Source: an optimization exercise on an open RTL-to-GDS flow (aim: small area and a short achievable clock period). Production flows keep margins and buffers that such runs may drop. Only simulation tests tie the RTL to the original design; equivalence was not proved. Power and IR drop assume default switching activity.

--- design/flow/config.mk ---
export PLATFORM = sky130hd
export DESIGN_NAME = DCPU
export DESIGN_NICKNAME = DCPU
export VERILOG_FILES = /design/flow/design.v
export SDC_FILE = /design/flow/constraint.sdc
export NUM_CORES = 4
export LEC_CHECK = 0
export ABC_AREA = 1
export CAP_MARGIN = 20
export CORE_MARGIN = 2
export CORE_UTILIZATION = 40
export SETUP_SLACK_MARGIN = 2.5
export SLEW_MARGIN = 20
--- design/flow/constraint.sdc ---
create_clock -name core_clock -period 5.0 [get_ports {CLK}]
set_input_delay 1.0000 -clock core_clock [delete_from_list [all_inputs] [get_ports {CLK}]]
set_output_delay 1.0000 -clock core_clock [all_outputs]
set_load 0.01 [all_outputs]
--- design/flow/run.sh ---
#!/bin/bash
# synth_recipe.tcl (not shown) runs the flow's synth.tcl, then flattens the netlist and writes it again
# the make line also repeats each setting of config.mk as NAME=value (left out here)
make -C /OpenROAD-flow-scripts/flow DESIGN_CONFIG=/design/flow/config.mk WORK_HOME=/design/flow/orfs CLKGATE_MAP_FILE= SYNTH_SCRIPT=/design/flow/synth_recipe.tcl finish
--- design/flow/design.v ---
module ALU(
  input  wire[3:0]  OPC,
  input  wire[15:0] IN1,
  input  wire[15:0] IN2,
  input  wire       ICF,
  output wire[15:0] OUT,
  output wire       OCF
);
  wire [15:0] lx = IN1 ^ IN2;
  wire [15:0] la = IN1 & IN2;
  reg  [15:0] G, P, Gn, Pn;
  integer i, l;
  always @(*) begin
    G = {la[15:1], la[0] | (lx[0] & ICF)};
    P = lx;
    for (l = 0; l < 4; l = l + 1) begin
      Gn = G; Pn = P;
      for (i = 0; i < 16; i = i + 1)
        if (i >= (1 << l)) begin
          Gn[i] = G[i] | (P[i] & G[i - (1 << l)]);
          Pn[i] = P[i] & P[i - (1 << l)];
        end
      G = Gn; P = Pn;
    end
  end
  wire [16:0] sum = {G[15], lx ^ {G[14:0], ICF}};
  wire [3:0]  sa   = IN2[3:0];
  wire        left = ~OPC[1];
  wire [3:0]  k    = sa ^ {4{left}};
  wire [15:0] r1 = k[0] ? {IN1[0],   IN1[15:1]} : IN1;
  wire [15:0] r2 = k[1] ? {r1[1:0],  r1[15:2]}  : r1;
  wire [15:0] r3 = k[2] ? {r2[3:0],  r2[15:4]}  : r2;
  wire [15:0] r4 = k[3] ? {r3[7:0],  r3[15:8]}  : r3;
  wire        fill = OPC[0] & IN1[15];
  wire [15:0] t;    
  wire [15:0] sh;
  genvar j;
  generate
    for (j = 0; j < 16; j = j + 1) begin : g_sh
      assign t[j]  = (j >= sa);
      assign sh[j] = left ? (t[j] & r4[(j+1)%16])
                          : (t[15-j] ? r4[j] : fill);
    end
  endgenerate
  wire        snz = |sa;
  wire selSum = ~OPC[3] & ~OPC[2] & OPC[0];
  wire cEn    = ~OPC[3] & ~OPC[2] & ~OPC[1] & OPC[0];
  wire selX   = ~OPC[3] &  OPC[2] & ~OPC[0];
  wire selA   = ~OPC[3] &  OPC[2] & (OPC[1] | OPC[0]);
  wire selSh  =  OPC[3];
  assign OUT = ({16{selSum}} & sum[15:0])
             | ({16{selX}}   & lx)
             | ({16{selA}}   & la)
             | ({16{selSh}}  & sh);
  assign OCF = (cEn & sum[16])
             | (selSh & snz & (left ? r4[1] : r4[15]));
endmodule
module DCPU(
  input  wire       CLK,
  input  wire       RST,
  input  wire       EN,
  input  wire       Start,
  output wire[7:0]  InstMemAddr,
  input  wire[15:0] Inst,
  output wire[7:0]  DataMemAddr,
  input  wire[15:0] DataIn,
  output wire       DataMemWE,
  output wire[15:0] DataOut
);
  localparam [4:0] NOP  = 5'b00000, HALT = 5'b00001, LOAD = 5'b00010,
                   STORE= 5'b00011, CMP  = 5'b00100, BE   = 5'b00101,
                   JUMP = 5'b00110, JMPR = 5'b00111, BZ   = 5'b01000,
                   BNZ  = 5'b01001, BN   = 5'b01010, BNN  = 5'b01011,
                   BC   = 5'b01100, BNC  = 5'b01101, BB   = 5'b01110,
                   BS   = 5'b01111, ADD  = 5'b10000, ADDI = 5'b10001,
                   ADDC = 5'b10010, SUB  = 5'b10011, SUBI = 5'b10100,
                   SUBB = 5'b10101, INC  = 5'b10110, LDIL = 5'b10111,
                   LDIH = 5'b11000, XOR  = 5'b11001, AND  = 5'b11010,
                   OR   = 5'b11011, SLL  = 5'b11100, SLA  = 5'b11101,
                   SRL  = 5'b11110, SRA  = 5'b11111;
  localparam [3:0] A_ZERO = 4'b0000, A_ADD = 4'b0001, A_SUB = 4'b0011,
                   A_XOR  = 4'b0100, A_AND = 4'b0101, A_OR  = 4'b0110,
                   A_SLL  = 4'b1000, A_SRL = 4'b1010, A_SRA = 4'b1011;
  reg        state;           
  reg [7:0]  PC;
  reg        PCSt;
  reg [1:0]  BrSt;
  reg [15:0] IDIR;
  reg [4:0]  EXop;            
  reg [2:0]  EXrd;            
  reg [3:0]  EXOP;            
  reg        EXCF;            
  reg [15:0] EXRA, EXRB, EXSD;
  reg [4:0]  MRop;
  reg [2:0]  MRrd;
  reg [15:0] MRRC;
  reg        MRCF;
  reg        MRDW;
  reg [15:0] MRSD;
  reg        WBwe;            
  reg        WBhalt;          
  reg [2:0]  WBrd;
  reg [15:0] WBRC;
  reg [15:0] GR [0:7];
  wire [15:0] ALUOUT;
  wire        ALUOCF;
  ALU ALUM(.OPC(EXOP), .IN1(EXRA), .IN2(EXRB), .ICF(EXCF),
           .OUT(ALUOUT), .OCF(ALUOCF));
  assign InstMemAddr = PC;
  assign DataMemAddr = MRRC[7:0];
  assign DataMemWE   = MRDW;
  assign DataOut     = MRSD;
  wire run = state;
  always @(posedge CLK, posedge RST)
    if (RST) state <= 1'b0;
    else if (!state) state <= EN & Start;
    else             state <= EN & ~WBhalt;
  wire ctrlInst = (Inst[15:14] == 2'b01) | (Inst[15:11] == BE) |
                  (Inst[15:11] == JUMP)  | (Inst[15:11] == JMPR);
  wire mrZ = (MRRC == 16'b0);
  wire mrN = MRRC[15];
  wire take = (MRop == JUMP) | (MRop == JMPR) |
              (((MRop == BZ) | (MRop == BE)) &  mrZ) |
              ((MRop == BNZ) & ~mrZ) |
              (((MRop == BN) | (MRop == BS)) &  mrN) |
              (((MRop == BNN) | (MRop == BB)) & ~mrN) |
              ((MRop == BC)  &  MRCF) |
              ((MRop == BNC) & ~MRCF);
  wire stall = (Inst == 16'h0002) & ~PCSt;
  wire [15:0] nI   = (BrSt == 2'b00) ? Inst : 16'b0;
  wire [4:0]  nop  = nI[15:11];
  wire        nImm8 = (nop == BE) | (nop == JMPR) | (nop[4:3] == 2'b01) |
                      (nop == ADDI) | (nop == SUBI);
  wire [2:0]  nA   = nImm8 ? nI[10:8] : nI[6:4];
  wire [2:0]  nB   = (nop == STORE) ? nI[10:8] : nI[2:0];
  wire        wEX  = IDIR[15];
  wire        wMR  = EXop[4] | (EXop == LOAD);
  wire        wWB  = MRop[4] | (MRop == LOAD);
  wire        nSt   = (nop == STORE);
  wire        nLdi  = (nop == JUMP) | (nop == LDIL) | (nop == LDIH);
  wire        nRegB = ~((nop == LOAD) | nSt | nImm8 | nLdi | (nop == INC));
  reg         fAEX, fAMR, fAWB, fBEX, fBMR, fBWB;
  reg  [2:0]  IDa, IDb;       
  reg         IDregA;         
  reg         IDregB;         
  reg         IDst;           
  always @(posedge CLK, posedge RST)
    if (RST) begin
      fAEX <= 1'b0; fAMR <= 1'b0; fAWB <= 1'b0;
      fBEX <= 1'b0; fBMR <= 1'b0; fBWB <= 1'b0;
      IDa <= 3'b0; IDb <= 3'b0;
      IDregA <= 1'b1; IDregB <= 1'b1; IDst <= 1'b0;
    end else if (run) begin
      IDa    <= nA;
      IDb    <= nB;
      IDregA <= ~nLdi;
      IDregB <= nRegB;
      IDst   <= nSt;
      fAEX <= wEX & (nA == IDIR[10:8]);
      fAMR <= wMR & (nA == EXrd);
      fAWB <= wWB & (nA == MRrd);
      fBEX <= wEX & (nB == IDIR[10:8]);
      fBMR <= wMR & (nB == EXrd);
      fBWB <= wWB & (nB == MRrd);
    end
  always @(posedge CLK, posedge RST)
    if (RST) begin
      IDIR <= 16'b0; PC <= 8'b0; PCSt <= 1'b0; BrSt <= 2'b0;
    end else if (run) begin
      IDIR <= (BrSt == 2'b00) ? Inst : 16'b0;
      BrSt <= (BrSt == 2'b00) ? {1'b0, ctrlInst} : BrSt + 2'b01;
      if (take) begin
        PC <= MRRC[7:0]; PCSt <= 1'b0;
      end else if (stall) begin
        PCSt <= 1'b1;
      end else begin
        if (BrSt == 2'b00) PC <= PC + 8'd1;
        PCSt <= 1'b0;
      end
    end
  wire [4:0] iop = IDIR[15:11];
  wire [2:0] r1  = IDIR[10:8];
  wire [2:0] r2  = IDIR[6:4];
  wire [2:0] r3  = IDIR[2:0];
  wire d_ls    = (iop == LOAD) | (iop == STORE);
  wire d_store = (iop == STORE);
  wire d_imm8  = (iop == BE) | (iop == JMPR) | (iop[4:3] == 2'b01) |
                 (iop == ADDI) | (iop == SUBI);
  wire d_ldi   = (iop == JUMP) | (iop == LDIL) | (iop == LDIH);
  wire d_inc   = (iop == INC);
  wire regAu = IDregA;
  wire wbA   = fAWB & WBwe;
  wire wbB   = fBWB & WBwe;
  wire sAEX  = regAu & fAEX;
  wire sAMRa = regAu & ~fAEX & fAMR &  MRop[4];
  wire sAMRl = regAu & ~fAEX & fAMR & ~MRop[4];
  wire sAWB  = regAu & ~fAEX & ~fAMR & wbA;
  wire sAGR  = regAu & ~fAEX & ~fAMR & ~wbA;
  wire regBu = 1'b1;
  wire sBEX  = regBu & fBEX;
  wire sBMRa = regBu & ~fBEX & fBMR &  MRop[4];
  wire sBMRl = regBu & ~fBEX & fBMR & ~MRop[4];
  wire sBWB  = regBu & ~fBEX & ~fBMR & wbB;
  wire sBGR  = regBu & ~fBEX & ~fBMR & ~wbB;
  reg [15:0] grA, grB;
  integer n;
  always @(*) begin
    grA = 16'b0; grB = 16'b0;
    for (n = 0; n < 8; n = n + 1) begin
      grA = grA | ({16{IDa == n}} & GR[n]);
      grB = grB | ({16{IDb == n}} & GR[n]);
    end
  end
  wire [15:0] fwdA = ({16{sAEX}}  & ALUOUT) | ({16{sAMRa}} & MRRC) |
                     ({16{sAMRl}} & DataIn) | ({16{sAWB}}  & WBRC) | ({16{sAGR}} & grA);
  wire [15:0] fwdB = ({16{sBEX}}  & ALUOUT) | ({16{sBMRa}} & MRRC) |
                     ({16{sBMRl}} & DataIn) | ({16{sBWB}}  & WBRC) | ({16{sBGR}} & grB);
  wire [15:0] immB = d_ls               ? {12'b0, IDIR[3:0]} :
                     (iop == LDIH)      ? {IDIR[7:0], 8'b0}  :
                     (d_imm8 | d_ldi)   ? {8'b0, IDIR[7:0]}  : 16'b0;
  reg [3:0] dop;
  always @(*)
    case (iop)
      CMP:                    dop = A_ZERO;
      SUB, SUBI, SUBB:        dop = A_SUB;
      XOR:                    dop = A_XOR;
      AND:                    dop = A_AND;
      OR:                     dop = A_OR;
      SLL, SLA:               dop = A_SLL;
      SRL:                    dop = A_SRL;
      SRA:                    dop = A_SRA;
      default:                dop = A_ADD;
    endcase
  wire dcf = ((iop == ADDC) &  MRCF) | ((iop == SUBB) & ~MRCF) |
             (iop == SUB) | (iop == SUBI) | (iop == INC);
  always @(posedge CLK, posedge RST)
    if (RST) begin
      EXop <= 5'b0; EXrd <= 3'b0; EXOP <= A_ZERO; EXCF <= 1'b0;
      EXRA <= 16'b0; EXRB <= 16'b0; EXSD <= 16'b0;
    end else if (run) begin
      EXop <= iop;
      EXrd <= r1;
      EXOP <= dop;
      EXCF <= dcf;
      EXRA <= fwdA;
      EXRB <= (({16{IDregB}} & fwdB) | immB) ^ {16{dop == A_SUB}};
      EXSD <= {16{IDst}} & fwdB;
    end
  always @(posedge CLK, posedge RST)
    if (RST) begin
      MRop <= 5'b0; MRrd <= 3'b0; MRRC <= 16'b0; MRCF <= 1'b0;
      MRDW <= 1'b0; MRSD <= 16'b0;
    end else if (run) begin
      MRop <= EXop;
      MRrd <= EXrd;
      MRRC <= ALUOUT;
      MRCF <= ALUOCF;
      MRDW <= (EXop == STORE);
      MRSD <= EXSD;
    end
  always @(posedge CLK, posedge RST)
    if (RST) begin
      WBwe <= 1'b0; WBhalt <= 1'b0; WBrd <= 3'b0; WBRC <= 16'b0;
    end else begin
      WBwe   <= run & wWB;
      WBhalt <= run & (MRop == HALT);
      WBrd   <= MRrd;
      WBRC   <= (MRop == LOAD) ? DataIn : MRRC;
    end
  genvar g;
  generate
    for (g = 0; g < 8; g = g + 1) begin : g_gr
      always @(posedge CLK, posedge RST)
        if (RST)                              GR[g] <= 16'b0;
        else if (run & WBwe & (WBrd == g))    GR[g] <= WBRC;
    end
  endgenerate
endmodule
==> results.json, run 1 <==
{
  "run_status": "timing/DRC/antenna clean",
  "timing.clock.skew_ps": 17.0,
  "vias_per_cell": 5.91,
  "max_cap_viol_count": 0,
  "drt_first_pass_iters": 6,
  "numClockSinks": 295,
  "synth.distinct_cells": 51,
  "netSwitchingPower_uw": 6130,
  "timing.final.hold_violations": 0,
  "power-per-cell-area_nw_per_um2": 587,
  "timing.critical_path.slowest_stage_cell": "dfrtp_2",
  "grt_use_met2_pct": 44.2,
  "p_int_uw": 6820,
  "met3_usage_pct": 4.23,
  "clk_pin_slew_worst_paths_ps": 60,
  "max_freq_mhz": 388,
  "core-area_um2": 42200,
  "final_cell_mix": "nand2_1 (561), o21ai_0 (281), dfrtp_1 (271)",
  "placedCellCount": 2868,
  "layout.cells.most_common": "nand2_1",
  "leakagePower_uw": 0.00977,
  "share_seq_of_total_power_pct": 27.9,
  "number_of_slew_limit_violations_in_the_final_report": 0,
  "ant_nets": 0,
  "synth_top_flop_cell": "dfrtp_1",
  "rsz0062_at_grt": "yes",
  "cts_buffer_depth": 3,
  "syn_inst": 2360,
  "start_util_pct": 40.7,
  "synth_area_per_cell_um2": 7.29,
  "numCtsBuffers": 34,
  "endpoint_kind": "register",
  "layout_cells_sized_above_1_pct": 21.1,
  "worst_skew_pair.late_latency_ps": 540,
  "gpl.final_weighted_congestion": 0.982,
  "die-width_um": 211,
  "power.share.clock_pct": 19.6,
  "synthArstFlopShare_pct": 100,
  "cts.htree.levels": 2,
  "worst-slew-pin-transition_ps": 928,
  "timing.critical_path.arrival_ps": 3010,
  "hold_depth": 0,
  "period_needed_ps": 2580,
  "drtIter0Drc": 2062,
  "cts_tree": "done",
  "critical-path-max-stage-delay_ps": 450,
  "max-slew-margin-rel_pct": 38.0,
  "largest_net_degree_at_the_start_of_global_routing": 97,
  "path_cells": "fa_2 > inv_2 > fa_2 > o21ai_2 > buf_4 > buf_6 > xor2_1 > o221ai_1 > inv_1 > nand2_2 > nand2_2 > nand2_4 > nand2_2 > nand2_1 > nand2_1 > nand3_2 > nand2_1",
  "drt_drc_violations_left": 0,
  "half_perimeter_wire_length_after_placement_mm": 45.8,
  "post_synth_instance_area_um2": 17200,
  "number_of_buffer_cells_added_on_primary_ports": 68,
  "grt_usage_pct": 29.7,
  "antenna_found_initial": 0,
  "design.die.area_um2": 44700,
  "startpoint_type_of_the_worst_setup_path": "register",
  "yosysSeqAreaShare_pct": 42.9,
  "synth.net_count": 2416,
  "worst_r2r_startpoint": "EXCF$_DFFE_PP0P_",
  "wire_length_of_the_first_global_routing_pass_mm": 102,
  "worstHoldPathType": "register to register",
  "layout_worst_path_cycle_share_pct": 51.6,
  "synth_seq_cells": 295,
  "r2r_cells": 17,
  "use_met1_pct": 42.8,
  "syn2layout_area_growth_pct": 28.3,
  "boundaryPins": 69,
  "r2r_end": "EXRB[4]$_DFFE_PP0P_",
  "power_switching_share_pct": 47.3,
  "vias": 17900,
  "preCtsSetupSlack_ps": 1360,
  "grt-busiest-layer": "met2",
  "synth_enable_flop_cells": 0,
  "finalCoreUtilization_pct": 52.3,
  "routedWlPerCell_um": 22.3,
  "grt_remaining_overflow": 0,
  "fillerInstances": 4018,
  "synthesis.yosys.warnings": 3,
  "peakVddDrop_mv": 0.269,
  "fp-row-count": 75,
  "r2r_slack_ps": 2420,
  "vias_in_the_first_global_route": 17100,
  "setup_total_negative_slack_ps": 0,
  "postLayoutSetupSlackWorst_ps": 2420,
  "power_frac_comb_pct": 52.4,
  "setup_violations": 0,
  "kind_of_critical_path": "register to register",
  "fp.dieH_um": 211,
  "holdCritStartpoint": "MRrd[2]$_DFFE_PP0P_",
  "cts.root.buffer_cell": "clkbuf_16",
  "crit_required_ps": 5430,
  "drt-total-wl_mm": 67.5,
  "finish.net_count": 2519,
  "worstHoldEndpoint": "WBrd[2]$_DFF_PP0_",
  "non_filler_instance_count_after_layout": 3026,
  "critPathMaxFanout": 2
}
-- cells in the mapped netlist (18+ instances only) --
library cell  instances  area, µm²
nand2_1             647       2430
o21ai_0             304       1520
dfrtp_1             293       7330
nand3_1             251       1260
inv_1               250        938
nor2_1              101        379
a21oi_1              87        435
clkbuf_1             84        315
o22ai_1              45        282
nor3_1               41        205
a221oi_1             38        333
a22oi_1              19        143
a31oi_1              19        119
nand4_1              19        119
buf_2                18       90.1
ha_1                 18        225
-- worst max-delay path: cells and delay by family (launching register included) --
family / cells / cell delay, ps
buffers and inverters: 4 / 410
AOI/OAI and AO/OA: 2 / 270
DFF: 1 / 450
xor gates and xnor gates: 1 / 130
adders and majority gates: 2 / 640
and+or+nand+nor: 8 / 560
-- routing by layer --
metal  wire [µm]  up-vias
met1       29400     8622
met5           0        -
li1            -     8190
met3        5490      201
met2       29000      881
met4        3610        0
-- per-stage QoR --
step / hold slack, ps / cell area [µm²] / total power (µW)
finish: 409 / 22100 / 13000
global route: 424 / 22100 / 13700
CTS: 409 / 20200 / 11500
detailed placement: 395 / 18300 / 8390
global placement: 392 / 18200 / 8370
floorplan: 374 / 17200 / 6720
-- worst max path at each step --
stage                             startpoint                    to  slack [ps]
after floorplan                          RST   BrSt[0]$_DFFE_PP0P_          80
after global placement              Inst[14]      fAWB$_DFFE_PP0P_        1370
after detailed placement            Inst[13]      fAWB$_DFFE_PP0P_        1360
after CTS                 IDb[1]$_DFFE_PP0P_   EXRB[2]$_DFFE_PP0P_        2400
after global routing        EXCF$_DFFE_PP0P_  EXRB[12]$_DFFE_PP0P_        2310
final                       EXCF$_DFFE_PP0P_   EXRB[4]$_DFFE_PP0P_        2420
-- cells by family (layout without fill, tap and decap cells) --
kind of cell | count (synthesis) | count (layout) | synth area share [%]
XOR/XNOR | 18 | 18 | 1.07
other | 0 | 1 | 0
flip-flops | 295 | 295 | 42.9
buffers and inverters | 375 | 497 | 8.64
AO/OA/AOI/OAI | 578 | 578 | 19.6
adder cells (fa/ha/maj) | 20 | 20 | 1.54
AND/OR/NAND/NOR | 1074 | 1078 | 26.2
-- cell type report --
type                            count  area, µm²  area share [%]
Sequential cell                   295       7420            33.6
Tap cell                          539        674            3.06
Inverter                          254       1040            4.70
Clock buffer                       50       1010            4.59
Clock inverter                      9        101           0.459
Multi-Input combinational cell   1694      10100            45.6
Antenna cell                        1       2.50          0.0113
Timing Repair Buffer              184       1760            7.97
-- sequential cells by signal, summed over array words and instances (netlist names), 4 cells and up --
| signal | cells |
|---|---|
| GR | 128 |
| EXRA | 16 |
| EXRB | 16 |
| EXSD | 16 |
| IDIR | 16 |
| MRRC | 16 |
| MRSD | 16 |
| WBRC | 16 |
| PC | 8 |
| EXop | 5 |
| MRop | 5 |
| EXOP | 4 |
-- power by group through the flow --
stage          logic, µW  registers [µW]  clock network (µW)
2_1_floorplan       3430            3280                   0
3_3_place_gp        4770            3600                   0
3_5_place_dp        4790            3600                   0
4_1_cts             5350            3540                2570
5_1_grt             7330            3690                2650
6_report            6790            3620                2540
-- timing repair --
item                                    in CTS  in global routing
setup buffers                               46                 48
endpoints found under the setup margin     100                 70
gates cloned                                 3                  1
pin swaps                                   16                 87
hold buffers                                 0                  0
gates resized for setup                    141                327
==> run 2: changes to the inputs <==
--- a/design/flow/config.mk
+++ b/design/flow/config.mk
@@ -9,5 +9,5 @@
 export CAP_MARGIN = 20
 export CORE_MARGIN = 2
 export CORE_UTILIZATION = 40
-export SETUP_SLACK_MARGIN = 2.5
+export SETUP_SLACK_MARGIN = 3.0
 export SLEW_MARGIN = 20
==> results.json, run 2 <==
{
  "run_status": "timing/DRC/antenna clean",
  "synth.distinct_cells": 51,
  "largest_net_degree_at_the_start_of_global_routing": 102,
  "layout_worst_path_cycle_share_pct": 52.2,
  "synth_top_flop_cell": "dfrtp_1",
  "boundaryPins": 69,
  "final-seq-area_um2": 7430,
  "routedWlPerCell_um": 22.2,
  "setup_total_negative_slack_ps": 0,
  "die-width_um": 211,
  "timing.critical_path.slowest_stage_cell": "dfrtp_2",
  "largest_register": "GR",
  "drt_first_pass_iters": 5,
  "layout_cells_sized_above_1_pct": 30.9,
  "post_synth_instance_area_um2": 17200,
  "top_cell_type_s_share_of_synthesized_area_pct": 42.6,
  "synth_enable_flop_cells": 0,
  "endpoint_kind": "register",
  "cts_tree": "done",
  "drt-total-wl_mm": 69.1,
  "kind_of_critical_path": "register to register",
  "leakagePower_uw": 0.0107,
  "fillerInstances": 3846,
  "max_cap_viol_count": 0,
  "start_util_pct": 40.7,
  "drt_drc_violations_left": 0,
  "timing.critical_path.arrival_ps": 3050,
  "numClockSinks": 295,
  "synth_mux_area_share_pct": 0,
  "max_freq_mhz": 383,
  "grt_remaining_overflow": 0,
  "critPathMaxFanout": 3,
  "cts.root.buffer_cell": "clkbuf_16",
  "synth_seq_cells": 295,
  "timing.clock.skew_ps": 11.8,
  "design.die.area_um2": 44700,
  "number_of_buffer_cells_added_on_primary_ports": 68,
  "hold_ws_ps": 397,
  "synth_fa_ha_area_share_pct": 1.54,
  "grt_usage_pct": 30.3,
  "most_common_cell_in_the_netlist": "nand2_1",
  "insertedDiodeCount": 0,
  "layout.cells.most_common": "nand2_1",
  "period_needed_ps": 2610,
  "worstHoldPathType": "register to register",
  "worst-slew-pin-transition_ps": 1230,
  "vias_in_the_first_global_route": 17600,
  "half_perimeter_wire_length_after_placement_mm": 44.7,
  "syn_inst": 2360,
  "vias": 18500,
  "multi_input_comb_area_um2": 10800,
  "synthesis.yosys.warnings": 3,
  "crit_required_ps": 5440,
  "crit_buf_inv": 1,
  "worst_skew_pair.late_latency_ps": 550,
  "wire_length_of_the_first_global_routing_pass_mm": 104,
  "antenna_found_initial": 0,
  "synth_simple_gate_area_share_pct": 26.2,
  "timing.final.hold_violations": 0,
  "finish.net_count": 2618,
  "clk_pin_slew_worst_paths_ps": 60,
  "peakVddDrop_mv": 0.290,
  "largest_family_of_logic_cells_by_synthesized_area": "simple AND/OR/NAND/NOR gates",
  "numCtsBuffers": 35,
  "fp.dieH_um": 211,
  "yosys-top-cells-count": "nand2_1 (647), o21ai_0 (304), dfrtp_1 (293), nand3_1 (251), inv_1 (250)",
  "critPathTopFamily": "simple AND/OR/NAND/NOR gates",
  "startpoint_type_of_the_worst_setup_path": "register",
  "cts_buffer_depth": 3,
  "power-per-cell-area_nw_per_um2": 594,
  "synth_area_per_cell_um2": 7.29,
  "fp-row-count": 75,
  "vias_per_cell": 5.93,
  "ant_nets": 0,
  "final_cell_mix": "nand2_1 (521), dfrtp_1 (263), o21ai_0 (245)",
  "cts.htree.levels": 2,
  "rsz0062_at_grt": "yes",
  "synthXorXnorAreaFrac_pct": 1.07,
  "drtIter0Drc": 1805,
  "core-area_um2": 42200,
  "synthArstFlopShare_pct": 100,
  "critical-path-max-stage-delay_ps": 430,
  "synth.net_count": 2416,
  "syn2layout_area_growth_pct": 38.3,
  "synth-compound-area-share_pct": 19.6,
  "max_reg_flops": 128,
  "gpl.final_weighted_congestion": 0.995,
  "worst_path_most_repeated_cell": "nand2_2",
  "path_cells": "fa_2 > inv_2 > fa_2 > o21ai_2 > nand2_1 > nand2_2 > nand3_2 > a21oi_2 > nor2_1 > nor2_1 > nand2_2 > nand2_2 > nand2_2 > nand2_2 > nand3_2 > nand3_2 > nand2_1",
  "yosys-top-cells-area": "dfrtp_1 (43%), nand2_1 (14%), o21ai_0 (8.8%), nand3_1 (7.3%), inv_1 (5.5%)",
  "max-slew-margin-rel_pct": 17.7,
  "number_of_slew_limit_violations_in_the_final_report": 0,
  "setup_violations": 0,
  "power_uw": 14100,
  "library_cell_occupying_the_most_area_in_the_post_synthesis_netlist": "dfrtp_1",
  "yosysSeqAreaShare_pct": 42.9
}
==> run 2: changes by cell type in the layout (fill, tap and decap cells not counted), sizes merged, moves of 2 or more <==
cell / before / now
buf: 116 / 248
clkbuf: 51 / 54
clkdlybuf4s50: 50 / 24
clkinv: 7 / 5
clkinvlp: 14 / 24
dlygate4sd2: 9 / 5
dlymetal6s2s: 8 / 0
inv: 241 / 231
nand2: 654 / 651
==> run 2: final cells by class <==
class / count / share of cell area, %
multi-input cells: 1691 / 45.5
clock buffers: 49 / 4.24
clock inverters: 5 / 0.237
flip-flops and latches: 295 / 31.2
repair buffers: 283 / 11.3
well taps: 539 / 2.84
repair inverters: 2 / 0.0579
inverters: 254 / 4.62
==> run 2: path summary, 6_finish.rpt <==
kind / start / end / slack (ps) / depth (start not counted)
worst max-delay path: EXRB[0]$_DFFE_PP0P_ / EXRB[14]$_DFFE_PP0P_ / 2390 / 17
max in group asynchronous: RST / EXRB[3]$_DFFE_PP0P_ / 3250 / 3
worst max register to register: EXRB[0]$_DFFE_PP0P_ / EXRB[14]$_DFFE_PP0P_ / 2390 / 17
worst min-delay path: MRrd[2]$_DFFE_PP0P_ / WBrd[2]$_DFF_PP0_ / 400 / 0
min in group asynchronous: RST / GR[2][10]$_DFFE_PP0P_ / 1070 / 2
worst min register to register: MRrd[2]$_DFFE_PP0P_ / WBrd[2]$_DFF_PP0_ / 400 / 0
==> run 2: timing repair <==
| action | CTS | global route |
|---|---|---|
| pin swaps | 63 | 70 |
| gates resized for setup | 609 | 265 |
| setup buffers | 133 | 53 |
| endpoints found under the setup margin | 305 | 273 |
| hold buffers | 0 | 0 |
| gates cloned | 4 | 3 |
==> run 2: per-layer routing <==
| metal | share of wire (%) | GRT usage (%) | vias up |
|---|---|---|---|
| li1 | - | - | 8411 |
| met4 | 5.4 | 14.9 | 0 |
| met2 | 44 | 45.7 | 979 |
| met3 | 8.7 | 5.36 | 228 |
| met5 | 0 | 0 | - |
| met1 | 42 | 42.0 | 8878 |
==> run 2: power by group <==
part           internal, µW  switching (µW)  total (µW)
clock network          1440            1030        2470
registers              2950             663        3610
logic                  3110            4950        8050
total                  7500            6640       14100
==> run 2: logic make-up after synthesis <==
logic type,Yosys count
buffers and inverters,375
adders and majority gates,20
AOI/OAI and AO/OA,578
DFF,295
and+or+nand+nor,1074
xor gates and xnor gates,18
==> run 2: per-stage QoR <==
| step | cells | instance area (µm²) | util [%] | setup WS [ps] |
|---|---|---|---|---|
| 3_5_place_dp | 2871 | 18400 | 43.6 | 1530 |
| 6_report | 3118 | 23800 | 56.3 | 2390 |
| 2_1_floorplan | 2360 | 17300 | - | 84.5 |
| 3_3_place_gp | 2868 | 18400 | 43.5 | 1550 |
| 4_1_cts | 3062 | 22300 | 52.7 | 2500 |
| 5_1_grt | 3118 | 23800 | 56.3 | 2290 |
==> run 3: changes to the inputs <==
--- a/design/flow/design.v
+++ b/design/flow/design.v
@@ -140,7 +140,7 @@
   wire        nLdi  = (nop == JUMP) | (nop == LDIL) | (nop == LDIH);
   wire        nRegB = ~((nop == LOAD) | nSt | nImm8 | nLdi | (nop == INC));
   reg         fAEX, fAMR, fAWB, fBEX, fBMR, fBWB;
-  reg  [2:0]  IDa, IDb;       
+  reg  [7:0]  IDa, IDb;       
   reg         IDregA;         
   reg         IDregB;         
   reg         IDst;           
@@ -148,11 +148,11 @@
     if (RST) begin
       fAEX <= 1'b0; fAMR <= 1'b0; fAWB <= 1'b0;
       fBEX <= 1'b0; fBMR <= 1'b0; fBWB <= 1'b0;
-      IDa <= 3'b0; IDb <= 3'b0;
+      IDa <= 8'b1; IDb <= 8'b1;
       IDregA <= 1'b1; IDregB <= 1'b1; IDst <= 1'b0;
     end else if (run) begin
-      IDa    <= nA;
-      IDb    <= nB;
+      IDa    <= 8'b1 << nA;
+      IDb    <= 8'b1 << nB;
       IDregA <= ~nLdi;
       IDregB <= nRegB;
       IDst   <= nSt;
@@ -207,8 +207,8 @@
   always @(*) begin
     grA = 16'b0; grB = 16'b0;
     for (n = 0; n < 8; n = n + 1) begin
-      grA = grA | ({16{IDa == n}} & GR[n]);
-      grB = grB | ({16{IDb == n}} & GR[n]);
+      grA = grA | ({16{IDa[n]}} & GR[n]);
+      grB = grB | ({16{IDb[n]}} & GR[n]);
     end
   end
   wire [15:0] fwdA = ({16{sAEX}}  & ALUOUT) | ({16{sAMRa}} & MRRC) |
--- a/design/flow/config.mk
+++ b/design/flow/config.mk
@@ -9,5 +9,5 @@
 export CAP_MARGIN = 20
 export CORE_MARGIN = 2
 export CORE_UTILIZATION = 40
-export SETUP_SLACK_MARGIN = 3.0
+export SETUP_SLACK_MARGIN = 2.5
 export SLEW_MARGIN = 20
==> results.json, run 3 <==
{
  "run_status": "timing/DRC/antenna clean",
  "routedWlPerCell_um": 21.3,
  "drtIter0Drc": 1698,
  "number_of_buffer_cells_added_on_primary_ports": 68,
  "synth_enable_flop_cells": 0,
  "hold_ws_ps": 411,
  "synth.net_count": 2409,
  "fp-row-count": 76,
  "max_reg_flops": 128,
  "met2_wirelength_mm": 28.3,
  "leakagePower_uw": 0.00955,
  "syn2layout_area_growth_pct": 20.5,
  "post_synth_instance_area_um2": 17400,
  "clk_pin_slew_worst_paths_ps": 60,
  "placedCellCount": 2884,
  "synthArstFlopShare_pct": 100,
  "gpl.final_weighted_congestion": 0.964,
  "numClockSinks": 305,
  "wl_met3_mm": 5.43,
  "drt_drc_violations_left": 0,
  "synth.distinct_cells": 51,
  "critPathTopFamily": "simple AND/OR/NAND/NOR gates",
  "most_common_cell_in_the_netlist": "nand2_1",
  "worst-slew-pin-transition_ps": 1060,
  "non_filler_instance_count_after_layout": 3010,
  "start_util_pct": 40.5,
  "synth-compound-area-share_pct": 18.6,
  "synth_seq_cells": 305,
  "max-slew-margin-rel_pct": 29.0,
  "core-area_um2": 43100,
  "cts.root.buffer_cell": "clkbuf_16",
  "largest_family_of_logic_cells_by_synthesized_area": "simple AND/OR/NAND/NOR gates",
  "max_freq_mhz": 378,
  "r2r_cells": 15,
  "worst_r2r_startpoint": "EXCF$_DFFE_PP0P_",
  "holdCritStartpoint": "MRrd[1]$_DFFE_PP0P_",
  "synth_top_flop_cell": "dfrtp_1",
  "maxUsedRoutingLayer": "met4",
  "r2r_end": "EXSD[14]$_DFFE_PP0P_",
  "hold_depth": 0,
  "setup_violations": 0,
  "number_of_slew_limit_violations_in_the_final_report": 0,
  "max_cap_viol_count": 0,
  "wirelength_met1_mm": 27.7,
  "worstHoldPathType": "register to register",
  "antenna_found_initial": 0,
  "drt_first_pass_iters": 5,
  "library_cell_occupying_the_most_area_in_the_post_synthesis_netlist": "dfrtp_1",
  "boundaryPins": 69,
  "final_cell_mix": "nand2_1 (681), dfrtp_1 (280), o21ai_0 (243)",
  "rsz0062_at_grt": "yes",
  "peakVddDrop_mv": 0.232,
  "fp.dieH_um": 213,
  "cts_buffer_depth": 3,
  "path_cells": "fa_2 > inv_2 > fa_2 > o21ai_2 > nand2_1 > nand2_2 > nand3_4 > a21oi_2 > nor2_1 > nor2_1 > nand2_2 > nand2_2 > nand2_4 > buf_4 > a22o_1",
  "synth_area_per_cell_um2": 7.41,
  "synthXorXnorAreaFrac_pct": 1.05,
  "kind_of_critical_path": "register to register",
  "half_perimeter_wire_length_after_placement_mm": 43.1,
  "synth_mux_area_share_pct": 0,
  "critPathMaxFanout": 3,
  "yosys-top-cells-area": "dfrtp_1 (43%), nand2_1 (16%), o21ai_0 (7.3%), nand3_1 (7.0%), inv_1 (3.9%)",
  "crit_buf_inv": 2,
  "syn_inst": 2353,
  "yosysSeqAreaShare_pct": 43.8,
  "die-width_um": 213,
  "drt-total-wl_mm": 64.2,
  "layout_worst_path_cycle_share_pct": 52.9,
  "synthesis.yosys.warnings": 3,
  "top_cell_type_s_share_of_synthesized_area_pct": 43.2,
  "timing.clock.skew_ps": 18.8,
  "setup_total_negative_slack_ps": 0,
  "critical-path-max-stage-delay_ps": 420,
  "layout_cells_sized_above_1_pct": 13.9,
  "finalCoreUtilization_pct": 48.8,
  "timing.critical_path.slowest_stage_cell": "dfrtp_1",
  "power-per-cell-area_nw_per_um2": 564,
  "yosys-top-cells-count": "nand2_1 (735), dfrtp_1 (301), o21ai_0 (253), nand3_1 (245), inv_1 (179)",
  "cts.hold.buffers_added": 0,
  "finish.net_count": 2455,
  "grt_usage_pct": 28.3,
  "design.die.area_um2": 45300,
  "largest_register": "GR",
  "timing.final.hold_violations": 0,
  "wire_length_of_the_first_global_routing_pass_mm": 98.1,
  "grt_remaining_overflow": 0,
  "startpoint_type_of_the_worst_setup_path": "register",
  "vias": 17600,
  "timing.critical_path.arrival_ps": 3060,
  "worstHoldEndpoint": "WBrd[1]$_DFF_PP0_",
  "endpoint_kind": "register",
  "period_needed_ps": 2640,
  "cts.htree.levels": 2,
  "power_uw": 11800,
  "fillerInstances": 4174,
  "synth_simple_gate_area_share_pct": 27.5,
  "vias_in_the_first_global_route": 16800,
  "layout.cells.most_common": "nand2_1",
  "synth_fa_ha_area_share_pct": 1.52,
  "largest_net_degree_at_the_start_of_global_routing": 116,
  "r2r_slack_ps": 2360,
  "vias_per_cell": 5.86,
  "cts_tree": "done",
  "ant_nets": 0,
  "numCtsBuffers": 36,
  "crit_required_ps": 5410,
  "worst_path_most_repeated_cell": "nand2_2",
  "worst_skew_pair.late_latency_ps": 540
}
## run 3: cell type report
| type | instances | area, µm² | share of cell area (%) |
|---|---|---|---|
| Multi-Input combinational cell | 1726 | 9320 | 44.3 |
| Sequential cell | 305 | 7670 | 36.5 |
| Timing Repair Buffer | 144 | 1380 | 6.55 |
| Clock buffer | 52 | 1040 | 4.96 |
| Tap cell | 585 | 732 | 3.48 |
| Inverter | 185 | 731 | 3.48 |
| Clock inverter | 11 | 128 | 0.608 |
| Timing Repair inverter | 1 | 8.76 | 0.0417 |
| Antenna cell | 1 | 2.50 | 0.0119 |
## run 3: power breakdown
part / internal [µW] / switching [µW]
logic: 1880 / 3360
registers: 3090 / 880
clock network: 1560 / 1080
## run 3: cells by family after synthesis
group / count (synthesis)
AOI/OAI and AO/OA: 534
buffers and inverters: 324
DFF: 305
xor gates and xnor gates: 18
adders and majority gates: 20
and+or+nand+nor: 1152
## run 3: worst reg2reg max path: stages (launching register included)
cell and delay, ps:
dfrtp_1 420, fa_2 270, inv_2 50, fa_2 390, o21ai_2 170, nand2_1 80, nand2_2 100, nand3_4 90
a21oi_2 170, nor2_1 60, nor2_1 130, nand2_2 110, nand2_2 100, nand2_4 60, buf_4 150, a22o_1 170
## run 3: routing by layer
layer / vias up / GRT usage [%]
met5: - / 0
met4: 0 / 11.8
met3: 166 / 4.16
met2: 888 / 43.2
met1: 8496 / 40.1
li1: 8079 / -
## run 3: how the worst max path moves through the flow
stage,to,startpoint,cells after the start,slack (ps)
floorplan,BrSt[0]$_DFFE_PP0P_,RST,1,-50
global placement,EXRB[14]$_DFFE_PP0P_,EXRB[0]$_DFFE_PP0P_,17,1520
detailed placement,EXRB[0]$_DFFE_PP0P_,EXOP[1]$_DFFE_PP0P_,18,1520
CTS,EXRB[14]$_DFFE_PP0P_,EXCF$_DFFE_PP0P_,17,2410
global route,EXRB[14]$_DFFE_PP0P_,EXCF$_DFFE_PP0P_,18,2220
finish,EXSD[14]$_DFFE_PP0P_,EXCF$_DFFE_PP0P_,15,2360
## run 3: stage by stage
stage	area [µm²]	worst slack [ps]
after CTS	20400	2410
final	21000	2360
after global placement	18400	1520
after global routing	21000	2220
after detailed placement	18400	1520
after floorplan	17400	-53.7
## run 3: repair_timing
action	4_1_cts	5_1_grt
buffers inserted	38	19
pin swaps	18	41
hold endpoints to repair	0	0
endpoints found under the setup margin	104	63
cloned	2	3
gates resized for setup	140	118
==> run 4: changes to the inputs <==
--- a/design/flow/design.v
+++ b/design/flow/design.v
@@ -11,7 +11,7 @@
   reg  [15:0] G, P, Gn, Pn;
   integer i, l;
   always @(*) begin
-    G = {la[15:1], la[0] | (lx[0] & ICF)};
+    G = la;
     P = lx;
     for (l = 0; l < 4; l = l + 1) begin
       Gn = G; Pn = P;
@@ -23,7 +23,8 @@
       G = Gn; P = Pn;
     end
   end
-  wire [16:0] sum = {G[15], lx ^ {G[14:0], ICF}};
+  wire [15:0] cc = G | (P & {16{ICF}});    
+  wire [16:0] sum = {cc[15], lx ^ {cc[14:0], ICF}};
   wire [3:0]  sa   = IN2[3:0];
   wire        left = ~OPC[1];
   wire [3:0]  k    = sa ^ {4{left}};
==> results.json, run 4 <==
{
  "run_status": "timing/DRC/antenna clean",
  "period_needed_ps": 2550,
  "synth_enable_flop_cells": 0,
  "drt_drc_violations_left": 0,
  "fillerInstances": 4217,
  "syn2layout_area_growth_pct": 23.0,
  "boundaryPins": 69,
  "synth_seq_cells": 305,
  "final_cell_mix": "nand2_1 (679), o21ai_0 (272), dfrtp_1 (269)",
  "layout_worst_path_cycle_share_pct": 51.0,
  "worst_skew_pair.late_latency_ps": 520,
  "timing.critical_path.arrival_ps": 3010,
  "netSwitchingPower_uw": 5550,
  "power_frac_comb_pct": 47.1,
  "fp-row-count": 76,
  "drtIter0Drc": 1941,
  "half_perimeter_wire_length_after_placement_mm": 45.4,
  "power.share.clock_pct": 20.5,
  "yosysSeqAreaShare_pct": 43.4,
  "max_reg_flops": 128,
  "yosys-top-cells-area": "dfrtp_1 (43%), nand2_1 (16%), o21ai_0 (8.0%), nand3_1 (6.7%), inv_1 (4.3%)",
  "endpoint_kind": "register",
  "grt_remaining_overflow": 0,
  "synth_area_per_cell_um2": 7.32,
  "timing.clock.skew_ps": 16.2,
  "start_util_pct": 40.7,
  "power_switching_share_pct": 46.2,
  "p_int_uw": 6470,
  "finish.net_count": 2527,
  "worstHoldPathType": "register to register",
  "startpoint_type_of_the_worst_setup_path": "register",
  "critPathMaxFanout": 8,
  "drt-total-wl_mm": 67.2,
  "max-slew-margin-rel_pct": 30.1,
  "largest_register": "GR",
  "layout_cells_sized_above_1_pct": 16.8,
  "ant_nets": 0,
  "hold_ws_ps": 421,
  "syn_inst": 2405,
  "die-width_um": 214,
  "design.die.area_um2": 45700,
  "gpl.final_weighted_congestion": 0.965,
  "layout.cells.most_common": "nand2_1",
  "most_common_cell_in_the_netlist": "nand2_1",
  "vias": 18100,
  "number_of_slew_limit_violations_in_the_final_report": 0,
  "synth_top_flop_cell": "dfrtp_1",
  "post_synth_instance_area_um2": 17600,
  "setup_total_negative_slack_ps": 0,
  "synthesis.yosys.warnings": 3,
  "max_cap_viol_count": 0,
  "cts_buffer_depth": 3,
  "antenna_found_initial": 2,
  "fp.dieH_um": 214,
  "yosys-top-cells-count": "nand2_1 (751), dfrtp_1 (301), o21ai_0 (283), nand3_1 (237), inv_1 (204)",
  "worst-slew-pin-transition_ps": 1050,
  "library_cell_occupying_the_most_area_in_the_post_synthesis_netlist": "dfrtp_1",
  "rsz0062_at_grt": "yes",
  "power-per-cell-area_nw_per_um2": 555,
  "crit_required_ps": 5460,
  "timing.final.hold_violations": 0,
  "kind_of_critical_path": "register to register",
  "core-area_um2": 43300,
  "synth.net_count": 2461,
  "number_of_buffer_cells_added_on_primary_ports": 68,
  "routedWlPerCell_um": 21.8,
  "top_cell_type_s_share_of_synthesized_area_pct": 42.8,
  "wire_length_of_the_first_global_routing_pass_mm": 101,
  "clk_pin_slew_worst_paths_ps": 60,
  "max_freq_mhz": 392,
  "leakagePower_uw": 0.00985,
  "drt_first_pass_iters": 6,
  "cts.root.buffer_cell": "clkbuf_16",
  "cts_tree": "done",
  "largest_net_degree_at_the_start_of_global_routing": 94,
  "peakVddDrop_mv": 0.287,
  "numCtsBuffers": 34,
  "synthArstFlopShare_pct": 100,
  "finalCoreUtilization_pct": 50.1,
  "setup_violations": 0,
  "vias_in_the_first_global_route": 16900,
  "cts.htree.levels": 2,
  "cts.hold.buffers_added": 0,
  "numClockSinks": 305,
  "vias_per_cell": 5.86,
  "grt_usage_pct": 29.0,
  "share_seq_of_total_power_pct": 32.4,
  "synth.distinct_cells": 49
}
-- run 4: cell types whose count changed after synthesis, sizes merged, moves of 8 or more --
cell,previous run,this run
nor3,31,40
a21oi,79,94
nor2,97,84
buf,40,32
a2111oi,15,0
inv,183,206
nand2,740,756
nand3,245,237
o21ai,261,289
a211oi,1,11
-- run 4: kinds of logic after synthesis --
| kind of cell | share of synthesized area, % |
|---|---|
| and+or+nand+nor | 27.2 |
| AOI/OAI and AO/OA | 19.2 |
| buffers and inverters | 7.83 |
| DFF | 43.4 |
| adders and majority gates | 1.46 |
| xor gates and xnor gates | 0.988 |
-- run 4: worst max-delay path, cell delays in order, from the launching register on --
cell	delay (ps)
dfrtp_4	530
buf_12	170
xor2_4	250
buf_8	190
clkinv_8	90
nand3_2	120
nand3_1	150
nand3_1	120
nand2_1	70
nand3_1	140
nand2_2	80
nand2_1	80
nand2_2	90
nand2_2	100
nand2_1	70
nand2_1	60
nand3_1	80
nand2_1	100
-- run 4: routing by layer --
metal  vias to the layer above  GRT usage, %  part of all wire, %
met2                       860          44.3                   45
met5                         -             0                    0
li1                       8288             -                    -
met4                         0          10.9                  3.9
met1                      8762          41.0                   43
met3                       152          5.36                  8.6
-- run 4: final timing paths --
check	slack [ps]	start	to	cells past startpoint
worst max register to register	2450	EXOP[1]$_DFFE_PP0P_	EXRB[9]$_DFFE_PP0P_	17
worst max-delay path	2450	EXOP[1]$_DFFE_PP0P_	EXRB[9]$_DFFE_PP0P_	17
worst min-delay path	420	MRrd[0]$_DFFE_PP0P_	WBrd[0]$_DFF_PP0_	0
max in group asynchronous	3190	RST	EXRA[0]$_DFFE_PP0P_	3
min in group asynchronous	870	RST	GR[7][12]$_DFFE_PP0P_	2
worst min register to register	420	MRrd[0]$_DFFE_PP0P_	WBrd[0]$_DFF_PP0_	0
-- run 4: repair_timing --
| item | CTS | global route |
|---|---|---|
| buffers inserted | 35 | 38 |
| endpoints found under the hold margin | 0 | 0 |
| pin swaps | 13 | 55 |
| gates resized for setup | 149 | 191 |
| endpoints found under the setup margin | 103 | 65 |
| cloned | 1 | 2 |
-- run 4: area by class of cell --
type | instances | area (µm²) | area share (%)
Tap cell | 585 | 732 | 3.38
Clock buffer | 48 | 955 | 4.41
Clock inverter | 11 | 111 | 0.514
Inverter | 208 | 830 | 3.83
Multi-Input combinational cell | 1759 | 9790 | 45.2
Timing Repair inverter | 2 | 15.0 | 0.0693
Sequential cell | 305 | 7690 | 35.5
Antenna cell | 1 | 2.50 | 0.0116
Timing Repair Buffer | 161 | 1540 | 7.10
-- run 4: power groups by stage --
stage	clock network, µW	logic, µW	registers [µW]
finish	2460	5660	3900
global route	2600	6140	3950
CTS	2500	4810	3860
detailed placement	0	4260	3880
global placement	0	4250	3880
floorplan	0	3170	3380
-- run 4: metrics by stage --
stage          instances  power (µW)  worst slack, ps  instance area, µm²
2_1_floorplan       2405        6550            -53.7               17600
3_3_place_gp        2942        8130             1320               18600
3_5_place_dp        2944        8140             1270               18700
4_1_cts             3039       11200             2420               20600
5_1_grt             3079       12700             2320               21700
6_report            3080       12000             2450               21700
==> run 5: changes to the inputs <==
--- a/design/flow/config.mk
+++ b/design/flow/config.mk
@@ -9,5 +9,6 @@
 export CAP_MARGIN = 20
 export CORE_MARGIN = 2
 export CORE_UTILIZATION = 40
-export SETUP_SLACK_MARGIN = 2.5
+export SETUP_SLACK_MARGIN = 2.7
 export SLEW_MARGIN = 20
+export TNS_END_PERCENT = 0
==> results.json, run 5 <==
{
  "yosysSeqAreaShare_pct": 43.4,
  "synth.net_count": 2461,
  "post_synth_instance_area_um2": 17600,
  "antenna_found_initial": 1,
  "half_perimeter_wire_length_after_placement_mm": 45.4,
  "worstHoldPathType": "register to register",
  "drt_first_pass_iters": 6,
  "design.die.area_um2": 45700,
  "largest_net_degree_at_the_start_of_global_routing": 94,
  "holdCritStartpoint": "MRrd[0]$_DFFE_PP0P_",
  "numClockSinks": 305,
  "synth_seq_cells": 305,
  "synthArstFlopShare_pct": 100,
  "syn_inst": 2405,
  "worst_r2r_startpoint": "EXOP[1]$_DFFE_PP0P_",
  "die-width_um": 214,
  "routedWlPerCell_um": 21.9,
  "synth_top_flop_cell": "dfrtp_1",
  "fp-row-count": 76,
  "vias": 18200,
  "worst_skew_pair.late_latency_ps": 530,
  "power_switching_share_pct": 46.5,
  "yosys-top-cells-count": "nand2_1 (751), dfrtp_1 (301), o21ai_0 (283), nand3_1 (237), inv_1 (204)",
  "max_cap_viol_count": 0,
  "synth.distinct_cells": 49,
  "endpoint_kind": "output port",
  "wire_length_of_the_first_global_routing_pass_mm": 101,
  "synth_area_per_cell_um2": 7.32,
  "power_uw": 12400,
  "max-slew-margin-rel_pct": 31.7,
  "critPathMaxFanout": 4,
  "crit_required_ps": 4000,
  "timing.critical_path.slowest_stage_cell": "clkdlybuf4s50_1",
  "timing.critical_path.arrival_ps": 1540,
  "fp.dieH_um": 214,
  "period_needed_ps": 2540,
  "path_cells": "clkdlybuf4s50_1",
  "setup_violations": 0,
  "max_reg_flops": 128,
  "layout.cells.most_common": "nand2_1",
  "power_frac_comb_pct": 48.5,
  "start_util_pct": 40.7,
  "finish.net_count": 2531,
  "clk_pin_slew_worst_paths_ps": 60,
  "drtIter0Drc": 1905,
  "max_freq_mhz": 394,
  "largest_register": "GR",
  "run_status": "timing/DRC/antenna clean",
  "ant_nets": 0,
  "final_cell_mix": "nand2_1 (657), o21ai_0 (273), dfrtp_1 (272)",
  "cts.htree.levels": 2,
  "critPathTopFamily": "buffers and inverters",
  "timing.clock.skew_ps": 20.5,
  "cts.root.buffer_cell": "clkbuf_16",
  "rsz0062_at_grt": "yes",
  "p_int_uw": 6620,
  "cp-startpoint": "MRRC[5]$_DFFE_PP0P_",
  "cts_tree": "done",
  "netSwitchingPower_uw": 5750,
  "library_cell_occupying_the_most_area_in_the_post_synthesis_netlist": "dfrtp_1",
  "timing.final.hold_violations": 0,
  "critical-path-max-stage-delay_ps": 570,
  "numCtsBuffers": 34,
  "leakagePower_uw": 0.00989,
  "power.share.clock_pct": 19.9,
  "placedCellCount": 2944,
  "layout_cells_sized_above_1_pct": 18.7,
  "share_seq_of_total_power_pct": 31.6,
  "syn2layout_area_growth_pct": 25.0,
  "yosys-top-cells-area": "dfrtp_1 (43%), nand2_1 (16%), o21ai_0 (8.0%), nand3_1 (6.7%), inv_1 (4.3%)",
  "peakVddDrop_mv": 0.285,
  "power-per-cell-area_nw_per_um2": 562,
  "non_filler_instance_count_after_layout": 3083,
  "insertedDiodeCount": 0,
  "vias_in_the_first_global_route": 16900,
  "grt_usage_pct": 29.0,
  "cts_buffer_depth": 3,
  "drt_drc_violations_left": 0,
  "number_of_buffer_cells_added_on_primary_ports": 68,
  "kind_of_critical_path": "register to output port",
  "crit_buf_inv": 1,
  "drt-total-wl_mm": 67.7,
  "core-area_um2": 43300,
  "top_cell_type_s_share_of_synthesized_area_pct": 42.8,
  "synth_enable_flop_cells": 0,
  "number_of_slew_limit_violations_in_the_final_report": 0,
  "synthesis.yosys.warnings": 3,
  "most_common_cell_in_the_netlist": "nand2_1",
  "layout_worst_path_cycle_share_pct": 50.7,
  "boundaryPins": 69,
  "vias_per_cell": 5.92,
  "startpoint_type_of_the_worst_setup_path": "register",
  "worst-slew-pin-transition_ps": 1020,
  "gpl.final_weighted_congestion": 0.965,
  "grt_remaining_overflow": 0
}
## run 5: cell types whose count changed in the layout (fill, tap and decap cells not counted), sizes merged
cell and delta:
diode -1, dlygate4sd2 -4, clkdlybuf4s50 +9, dlymetal6s2s -5, buf +3, clkbuf +1
## run 5: metal layers
layer	track usage (%)	up-vias	part of all wire, %
li1	-	8293	-
met4	10.9	2	4.1
met2	44.5	981	45
met1	40.7	8782	42
met5	0	-	0.019
met3	5.67	180	9.3
## run 5: power by group through the flow
| stage | registers, µW | logic [µW] | clock network (µW) |
|---|---|---|---|
| 2_1_floorplan | 3380 | 3170 | 0 |
| 3_3_place_gp | 3880 | 4250 | 0 |
| 3_5_place_dp | 3880 | 4260 | 0 |
| 4_1_cts | 3860 | 4780 | 2500 |
| 5_1_grt | 3970 | 6480 | 2600 |
| 6_report | 3910 | 6000 | 2460 |
## run 5: worst paths after layout
| check | to | slack, ps | cells after the start |
|---|---|---|---|
| max in group asynchronous | EXRA[0]$_DFFE_PP0P_ | 3180 | 3 |
| setup / recovery | DataMemAddr[5] | 2460 | 1 |
| hold / removal | WBrd[0]$_DFF_PP0_ | 420 | 0 |
| min in group asynchronous | GR[7][12]$_DFFE_PP0P_ | 880 | 2 |
| setup reg to reg | EXSD[0]$_DFFE_PP0P_ | 2470 | 14 |
| hold reg to reg | WBrd[0]$_DFF_PP0_ | 420 | 0 |
## run 5: what timing repair did
| item | 4_1_cts | 5_1_grt |
|---|---|---|
| buffers inserted | 31 | 45 |
| hold buffers | 0 | 0 |
| gates cloned | 1 | 3 |
| resized for setup | 128 | 266 |
| pin swaps | 11 | 76 |
| setup endpoints to repair | 128 | 130 |
## run 5: final cells by class
cell class,count,area [µm²]
Clock buffer,48,955
Sequential cell,305,7680
Timing Repair Buffer,165,1590
Clock inverter,11,111
Fill cell,4167,21300
Timing Repair inverter,2,15.0
Inverter,208,830
Multi-Input combinational cell,1759,10100
Tap cell,585,732
## run 5: logic make-up (layout without fill, tap and decap cells)
family,after synthesis,after routing,share of synthesized area [%]
adder cells (fa/ha/maj),20,20,1.46
flip-flops,305,305,43.4
AO/OA/AOI/OAI,568,568,19.2
AND/OR/NAND/NOR,1151,1152,27.2
XOR/XNOR,19,19,0.988
buffers and inverters,342,434,7.83
## run 5: per-stage QoR
stage / util (%) / instance area, µm² / hold WS, ps / worst slack, ps / setup TNS, ps
2_1_floorplan: - / 17600 / 369 / -53.7 / -16170
3_3_place_gp: 43.0 / 18600 / 429 / 1320 / 0
3_5_place_dp: 43.1 / 18700 / 422 / 1270 / 0
4_1_cts: 47.4 / 20500 / 426 / 2470 / 0
5_1_grt: 50.9 / 22000 / 431 / 2350 / 0
6_report: 50.9 / 22000 / 423 / 2460 / 0
==> run 6: changes to the inputs <==
--- a/design/flow/config.mk
+++ b/design/flow/config.mk
@@ -8,7 +8,6 @@
 export ABC_AREA = 1
 export CAP_MARGIN = 20
 export CORE_MARGIN = 2
-export CORE_UTILIZATION = 40
-export SETUP_SLACK_MARGIN = 2.7
+export CORE_UTILIZATION = 60
+export SETUP_SLACK_MARGIN = 2.5
 export SLEW_MARGIN = 20
-export TNS_END_PERCENT = 0
==> results.json, run 6 <==
{
  "yosys-top-cells-area": "dfrtp_1 (43%), nand2_1 (16%), o21ai_0 (8.0%), nand3_1 (6.7%), inv_1 (4.3%)",
  "synth.distinct_cells": 49,
  "vias_per_cell": 6.62,
  "critPathMaxFanout": 10,
  "synth_top_flop_cell": "dfrtp_1",
  "top_cell_type_s_share_of_synthesized_area_pct": 42.8,
  "yosysSeqAreaShare_pct": 43.4,
  "grt_usage_pct": 40.4,
  "r2r_end": "EXRB[3]$_DFFE_PP0P_",
  "cts.root.buffer_cell": "clkbuf_16",
  "worstHoldEndpoint": "WBrd[2]$_DFF_PP0_",
  "cts.hold.buffers_added": 0,
  "leakagePower_uw": 0.00989,
  "finish.instance_area_um2": 21500,
  "r2r_slack_ps": 2360,
  "finish.net_count": 2520,
  "setup_violations": 0,
  "synth_area_per_cell_um2": 7.32,
  "largest_net_degree_at_the_start_of_global_routing": 125,
  "ant_nets": 0,
  "fp-row-count": 62,
  "most_common_cell_in_the_netlist": "nand2_1",
  "rsz0062_at_grt": "yes",
  "yosys-top-cells-count": "nand2_1 (751), dfrtp_1 (301), o21ai_0 (283), nand3_1 (237), inv_1 (204)",
  "multi_input_comb_area_um2": 9860,
  "numClockSinks": 305,
  "worst_r2r_startpoint": "EXOP[1]$_DFFE_PP0P_",
  "drt-total-wl_mm": 65.4,
  "setup_total_negative_slack_ps": 0,
  "vias": 19000,
  "die-width_um": 175,
  "synthArstFlopShare_pct": 100,
  "syn2layout_area_growth_pct": 22.2,
  "layout_worst_path_cycle_share_pct": 52.7,
  "largest_register": "GR",
  "synth_enable_flop_cells": 0,
  "boundaryPins": 69,
  "fillerInstances": 2147,
  "cts.htree.levels": 2,
  "r2r_cells": 17,
  "numCtsBuffers": 34,
  "crit_required_ps": 5420,
  "hold_depth": 0,
  "hold_ws_ps": 453,
  "synthesis.yosys.warnings": 3,
  "holdCritStartpoint": "MRrd[2]$_DFFE_PP0P_",
  "final-seq-area_um2": 7690,
  "synth_seq_cells": 305,
  "max_reg_flops": 128,
  "max_freq_mhz": 379,
  "drtIter0Drc": 2959,
  "period_needed_ps": 2640,
  "wire_length_of_the_first_global_routing_pass_mm": 97.0,
  "max_cap_viol_count": 0,
  "layout_cells_sized_above_1_pct": 18.0,
  "synth.net_count": 2461,
  "number_of_buffer_cells_added_on_primary_ports": 68,
  "drt_first_pass_iters": 6,
  "run_status": "timing/DRC/antenna clean",
  "library_cell_occupying_the_most_area_in_the_post_synthesis_netlist": "dfrtp_1",
  "grt_remaining_overflow": 0,
  "insertedDiodeCount": 0,
  "max-slew-margin-rel_pct": 32.9,
  "half_perimeter_wire_length_after_placement_mm": 42.0,
  "drt_drc_violations_left": 0,
  "endpoint_kind": "register",
  "cts_tree": "done",
  "peakVddDrop_mv": 0.332,
  "place_area_um2": 18300,
  "design.die.area_um2": 30700,
  "gpl.final_weighted_congestion": 1.04,
  "timing.clock.skew_ps": 20.5,
  "timing.critical_path.arrival_ps": 3060,
  "final_cell_mix": "nand2_1 (662), o21ai_0 (269), dfrtp_1 (265)",
  "kind_of_critical_path": "register to register",
  "worst-slew-pin-transition_ps": 1010,
  "routedWlPerCell_um": 22.8,
  "fp.dieH_um": 175,
  "core-area_um2": 28800,
  "power-per-cell-area_nw_per_um2": 569,
  "startpoint_type_of_the_worst_setup_path": "register",
  "start_util_pct": 61.2,
  "cts_buffer_depth": 3,
  "syn_inst": 2405,
  "worst_skew_pair.late_latency_ps": 530,
  "timing.final.hold_violations": 0,
  "placedCellCount": 2733,
  "worstHoldPathType": "register to register",
  "non_filler_instance_count_after_layout": 2873,
  "number_of_slew_limit_violations_in_the_final_report": 0,
  "clk_pin_slew_worst_paths_ps": 60,
  "antenna_found_initial": 2,
  "vias_in_the_first_global_route": 17400,
  "layout.cells.most_common": "nand2_1",
  "post_synth_instance_area_um2": 17600
}
-- run 6: cell count changes in the layout (fill, tap and decap cells not counted), sizes merged, moves of 2 or more --
cell / previous run / this run
buf: 96 / 84
dlymetal6s2s: 0 / 4
clkdlybuf4s50: 64 / 53
clkinv: 11 / 13
dlygate4sd2: 4 / 11
inv: 203 / 206
-- run 6: report_power, final --
part	switching, µW	internal [µW]	total [µW]
sequential	900	3030	3930
combinational	3740	2040	5780
clock	1070	1470	2540
-- run 6: worst max path at each step --
stage,start,endpoint
6_report,EXOP[1]$_DFFE_PP0P_,EXRB[3]$_DFFE_PP0P_
5_1_grt,MRop[4]$_DFFE_PP0P_,EXRB[11]$_DFFE_PP0P_
4_1_cts,Inst[11],fBMR$_DFFE_PP0P_
3_5_place_dp,Inst[11],fBMR$_DFFE_PP0P_
3_3_place_gp,Inst[14],fBMR$_DFFE_PP0P_
2_1_floorplan,RST,BrSt[0]$_DFFE_PP0P_
-- run 6: per-layer routing --
metal / vias up / part of all wire [%] / GRT usage [%]
li1: 8266 / - / -
met5: - / 0 / 0
met4: 0 / 6.0 / 19.8
met1: 8927 / 38 / 57.2
met3: 310 / 13 / 9.78
met2: 1530 / 43 / 58.4
-- run 6: timing repair --
action                                  in CTS  in global routing
pin swaps                                    9                 63
setup buffers                               33                 42
endpoints found under the setup margin     164                128
gates cloned                                 1                  3
resized for setup                          142                249
-- run 6: stage by stage --
step	power [µW]	utilization, %	setup slack [ps]
final	12200	74.8	2360
after global routing	12800	74.8	2270
after CTS	11000	70.0	2410
after detailed placement	8020	63.5	1310
after global placement	7960	63.5	1320
after floorplan	6550	-	-53.7
-- run 6: layout make-up --
cell class              instances  share of cell area (%)
repair inverters                3                   0.122
clock inverters                13                   0.541
clock buffers                  48                    4.67
multi-input cells            1758                    45.8
repair buffers                154                    6.97
inverters                     208                    3.91
well taps                     384                    2.23
flip-flops and latches        305                    35.7
-- run 6: cells by family after synthesis --
logic type | after synthesis | synth area share [%]
buffers and inverters | 342 | 7.83
AO/OA/AOI/OAI | 568 | 19.2
adder cells (fa/ha/maj) | 20 | 1.46
flip-flops | 305 | 43.4
AND/OR/NAND/NOR | 1151 | 27.2
XOR/XNOR | 19 | 0.988
-- run 6: worst max-delay path, stage by stage (launching register included) --
cell,delay [ps]
dfrtp_4,550
buf_12,170
nand2_4,130
nand2_1,120
nand2_1,120
nand3_1,150
nand3_1,170
nand3_1,140
nand3_1,120
nand2_1,90
nand3_1,180
nand2_2,120
nand2_1,110
nand2_2,60
nand2_1,80
nand3_1,80
nand3_1,90
nand2_1,50
==> run 7: changes to the inputs <==
--- a/design/flow/config.mk
+++ b/design/flow/config.mk
@@ -6,8 +6,8 @@
 export NUM_CORES = 4
 export LEC_CHECK = 0
 export ABC_AREA = 1
-export CAP_MARGIN = 20
+export CAP_MARGIN = 0
 export CORE_MARGIN = 2
-export CORE_UTILIZATION = 60
+export CORE_UTILIZATION = 40
 export SETUP_SLACK_MARGIN = 2.5
-export SLEW_MARGIN = 20
+export SLEW_MARGIN = 0
==> results.json, run 7 <==
{
  "run_status": "timing/DRC/antenna clean",
  "drtIter0Drc": 2008,
  "place_area_um2": 18600,
  "max_freq_mhz": 391,
  "numCtsBuffers": 35,
  "ant_nets": 0,
  "power_uw": 12300,
  "holdCritStartpoint": "MRrd[0]$_DFFE_PP0P_",
  "setup_violations": 0,
  "grt_remaining_overflow": 0,
  "worstHoldEndpoint": "WBrd[0]$_DFF_PP0_",
  "synthArstFlopShare_pct": 100,
  "post_synth_instance_area_um2": 17600,
  "synth.net_count": 2461,
  "r2r_end": "EXRB[15]$_DFFE_PP0P_",
  "yosys-top-cells-count": "nand2_1 (751), dfrtp_1 (301), o21ai_0 (283), nand3_1 (237), inv_1 (204)",
  "antenna_found_initial": 3,
  "cts.root.buffer_cell": "clkbuf_16",
  "boundaryPins": 69,
  "cts_tree": "done",
  "synth.distinct_cells": 49,
  "leakagePower_uw": 0.00997,
  "cp-startpoint": "EXRB[0]$_DFFE_PP0P_",
  "numClockSinks": 305,
  "synth_enable_flop_cells": 0,
  "most_common_cell_in_the_netlist": "nand2_1",
  "syn_inst": 2405,
  "cts_buffer_depth": 3,
  "half_perimeter_wire_length_after_placement_mm": 45.2,
  "critPathMaxFanout": 5,
  "design.die.area_um2": 45700,
  "max_reg_flops": 128,
  "grt_usage_pct": 28.8,
  "synth_area_per_cell_um2": 7.32,
  "routedWlPerCell_um": 21.7,
  "synth_seq_cells": 305,
  "syn2layout_area_growth_pct": 24.6,
  "timing.critical_path.arrival_ps": 2970,
  "max-slew-margin-rel_pct": 17.8,
  "worst_r2r_startpoint": "EXRB[0]$_DFFE_PP0P_",
  "hold_ws_ps": 439,
  "r2r_cells": 18,
  "rsz0062_at_grt": "yes",
  "gpl.final_weighted_congestion": 0.965,
  "insertedDiodeCount": 0,
  "vias_per_cell": 5.80,
  "cts.htree.levels": 2,
  "layout_worst_path_cycle_share_pct": 51.1,
  "layout.cells.most_common": "nand2_1",
  "drt_first_pass_iters": 6,
  "fp-row-count": 76,
  "core-area_um2": 43300,
  "library_cell_occupying_the_most_area_in_the_post_synthesis_netlist": "dfrtp_1",
  "clk_pin_slew_worst_paths_ps": 60,
  "synthesis.yosys.warnings": 3,
  "number_of_slew_limit_violations_in_the_final_report": 0,
  "power-per-cell-area_nw_per_um2": 559,
  "number_of_buffer_cells_added_on_primary_ports": 68,
  "r2r_slack_ps": 2440,
  "vias": 17900,
  "yosys-top-cells-area": "dfrtp_1 (43%), nand2_1 (16%), o21ai_0 (8.0%), nand3_1 (6.7%), inv_1 (4.3%)",
  "largest_register": "GR",
  "worst_skew_pair.late_latency_ps": 540,
  "startpoint_type_of_the_worst_setup_path": "register",
  "die-width_um": 214,
  "layout_cells_sized_above_1_pct": 18.3,
  "fp.dieH_um": 214,
  "kind_of_critical_path": "register to register",
  "worst-slew-pin-transition_ps": 1230,
  "drt_drc_violations_left": 0,
  "start_util_pct": 40.7
}
-- run 7: cell counts after synthesis --
Identical to the previous run, type by type.
-- run 7: how the worst max path moves through the flow --
stage / endpoint / slack [ps] / depth (start not counted)
after floorplan: BrSt[0]$_DFFE_PP0P_ / -50 / 1
after global placement: fBMR$_DFFE_PP0P_ / 1320 / 10
after detailed placement: fBMR$_DFFE_PP0P_ / 1290 / 10
after CTS: EXRB[1]$_DFFE_PP0P_ / 2450 / 17
after global routing: EXRB[15]$_DFFE_PP0P_ / 2360 / 18
final: EXRB[15]$_DFFE_PP0P_ / 2440 / 18
-- run 7: repair_timing --
| item | CTS | global route |
|---|---|---|
| buffers inserted | 40 | 35 |
| gates cloned | 1 | 2 |
| pin swaps | 17 | 73 |
| hold buffers | 0 | 0 |
| resized for setup | 160 | 247 |
| setup endpoints to repair | 105 | 61 |
-- run 7: per-layer routing --
layer | part of all wire (%) | GRT usage [%] | vias to the layer above
li1 | - | - | 8283
met1 | 44 | 41.1 | 8591
met3 | 7.7 | 4.64 | 166
met2 | 44 | 43.4 | 834
met4 | 4.3 | 12.5 | 2
met5 | 0.019 | 0 | -
-- run 7: logic make-up (layout without fill, tap and decap cells) --
logic type      count (synthesis)  count (layout)  share of synthesized area, %
simple gates                 1151            1152                          27.2
compound gates                568             568                          19.2
xor+xnor                       19              19                         0.988
flops                         305             305                          43.4
buf+inv                       342             432                          7.83
fa+ha+maj                      20              20                          1.46
-- run 7: cell type report --
class / count / area [µm²]
clock buffer: 52 / 1030
clock inverter: 9 / 85.1
fill: 4196 / 21300
inverter: 208 / 838
multi-input combinational: 1759 / 10000
sequential: 305 / 7690
tap: 585 / 732
timing repair buffer: 161 / 1520
timing repair inverter: 2 / 15.0
-- run 7: worst max-delay path, cell delays in order (launching register included) --
cell      delay [ps]
dfrtp_4          580
ha_4             350
inv_4             40
nor2_4           140
buf_6            120
nand2_4           50
nand3b_1         190
nand4_1          160
nand3_1           90
nand2_1           90
inv_1             50
nand2_2           90
nand2_2           70
nand2_4           90
nand2_2           50
nand2_1           90
nand2_1           50
nand3_1           80
nand2_1           60
-- run 7: metrics by stage --
step                util, %  TNS (ps)  instances  worst slack [ps]
finish                 50.7         0       3081              2440
global route           50.7         0       3081              2360
CTS                    47.8         0       3044              2450
detailed placement     43.0         0       2942              1290
global placement       43.0         0       2942              1320
floorplan                 -    -16170       2405             -53.7
-- run 7: power breakdown --
part           internal, µW  total (µW)  switching [µW]  leakage [µW]
clock network          1480        2530            1050      0.000554
registers              3030        3900             875       0.00407
logic                  2100        5840            3740       0.00535
